Source: an optimization exercise on an open RTL-to-GDS flow (aim: small area). Production flows keep margins and buffers that such runs may drop.
Only simulation tests tie the RTL to the original design; equivalence was not proved.
Power and IR drop assume default switching activity.

==> flow/design.v (excerpt) <==
module typing_test_top(
        input wire clk,
        input wire rst,  
        input wire [3:0] rows,
        output wire [3:0] cols,
        output wire [3:0] Anode_Activate,
        output wire [6:0] LED_out,
        output wire SSD_Anode_Activate,
        output wire [6:0] SSD_LED_out
    );
Size in the first run: about 1200 cells after synthesis, ~200 flip-flops, roughly 0.012 mm² of cells after synthesis.
export LEC_CHECK = 0
export ABC_AREA = 0
export CAP_MARGIN = 20
export CORE_MARGIN = 2
export CORE_UTILIZATION = 60
export SLEW_MARGIN = 20
create_clock -name core_clock -period 160.0 [get_ports {clk}]
standard.sh (not shown) runs the stock make flow with config.mk's settings and CLKGATE_MAP_FILE= SYNTH_SCRIPT=/design/flow/synth_recipe.tcl, a recipe that flattens the netlist after the stock synthesis.
==> flow/flow/run.sh <==
#!/bin/bash
# The standard layout (standard.sh), with two changes: the ports are buffered
# with the smallest buffer, and clock tree synthesis adds no dummy loads and
# builds its tree from clkbuf_8.
set -euo pipefail
export BUFFER_PORTS_ARGS="-buffer_cell sky130_fd_sc_hd__buf_1"
export CTS_ARGS="-sink_clustering_enable -repair_clock_nets -dont_use_dummy_load -buf_list sky130_fd_sc_hd__clkbuf_8"
bash standard.sh finish > standard.log 2>&1
The starting point went through all stages and came out clean.
Next try:
--- a/flow/design.v
+++ b/flow/design.v
@@ -173,13 +173,13 @@
         end else begin
             nd2 = ao;
             if (at == 4'd0 && o_lt) nd1 = le6 ? 4'd9 : 4'd8;
             else nd1 = o_lt ? at_m[3:0] : at;
         end
     end
-    wire [15:0] wc_inc = inc16({2'd0, wc});
+    wire [15:0] wc_next = inc16c({2'd0, wc}, word_done);
     wire nz = (|wc) | ~&cdig;        
     wire e_one9 = e_one[3] & e_one[0];
     wire [15:0] E_next = inc16c(E, tick);
     wire [15:0] e_one_next = inc16c({12'd0, e_one}, tick);
     wire [15:0] e_ten_next = inc16c({12'd0, e_ten}, tick && e_one9);
     wire [15:0] S_next = inc16c(S, tpress);
@@ -223,13 +223,13 @@
     wire ax = aj || lj;
     wire running = ax || wjp;
     wire [1:0] ni = is_sel ? led_select : p[1:0];
     wire [3:0] nwn = ni[1] ? (ni[0] ? nw0 : nw1) : (ni[0] ? nw2 : nw3);
     wire [3:0] a = p[2] ? 4'd0 : nwn;
     wire st_add = !st;
-    wire [15:0] dv = aj ? S : lj ? wc_inc : E;
+    wire [15:0] dv = aj ? S : lj ? {2'd0, wc} : E;
     wire [20:0] xs = add20(X, st_add ? {16'd0, a} : {4'hF, ~dv}, !st_add && (aj || (!lj && job1)));
     wire fits = xs[20];
     wire fits_e = fits && !lj;
     wire p5 = p[2] & p[0];
     wire p3 = !p[2] & p[1] & p[0];
     wire last = lj ? p3 : p5;
@@ -298,13 +298,13 @@
                     ch <= vh;
                     co <= vo;
                     wjp <= 1'b1;
                 end
             end
         end
-        if (lj_done) lastw <= !fits;
+        if (lj_done) lastw <= !fits || ~|xs[19:0];     
         if (init_aj) begin
             X <= {4'd0, wc, ~cdig};
             p <= 3'd3;
             st <= 1'b1;
         end else if (init_lj || init_wj) begin
             X <= 20'd0;
@@ -332,22 +332,21 @@
             vo <= 4'd0;
         end else if (running && !lj) begin
             vh <= un_h;
             vo <= un_o;
         end
         S <= start ? 16'hFFFF : S_next;
+        wc <= start ? 14'd0 : wc_next[13:0];
         if (start) begin
             at <= 4'd10;
             ao <= 4'd0;
             acc_d1 <= 4'd0;
             acc_d2 <= 4'd0;
-            wc <= 14'd0;
         end else if (tpress) begin
             acc_d1 <= nd1;
             acc_d2 <= nd2;
-            if (correct && cdig == 2'd0) wc <= wc_inc[13:0];
             if (!nz) begin
                 at <= 4'd10;
                 ao <= 4'd0;
             end
         end else if (aj_done) begin
             at <= vh;
=> The new run passed the timing, DRC and antenna checks. Via count went down by 3.8%. Sequential cell count is unchanged. First-iteration DRC count went down by 25%. Setup slack improved by 0.29 ns. Power went up by 66%. Worst hold slack improved by 0.010 ns. Clock skew stays flat. Non-clock buffer count went down by 4. Routed wire length went down by 4.4%. Utilization hardly moves. Count of clock-buffer cells in the layout does not change. Critical path depth went up by 1.

## re-timing with driven ports
Ports are ideal in the flow. The routed layouts listed here were re-timed in OpenROAD.
Step 1: set_driving_cell puts a clkbuf_16 on clk and a buf_2 on each other input, an assumption about the parent block.
Step 2 times the ports against the registers' clock, not the clock port: input delays grow and output delays shrink by t, the midpoint of the rising clock arrivals with the driver on.
Slacks: no drivers / after step 1 / after step 2; pairs: no drivers / after step 1.
run	t, ns	slack for setup (ns)	pins driven straight from the clock port
the first run	0.493	124.005 / 123.963 / 124.456	1
the second run	0.499	124.295 / 124.257 / 124.756	1
After both steps setup and hold are still met in every run listed.
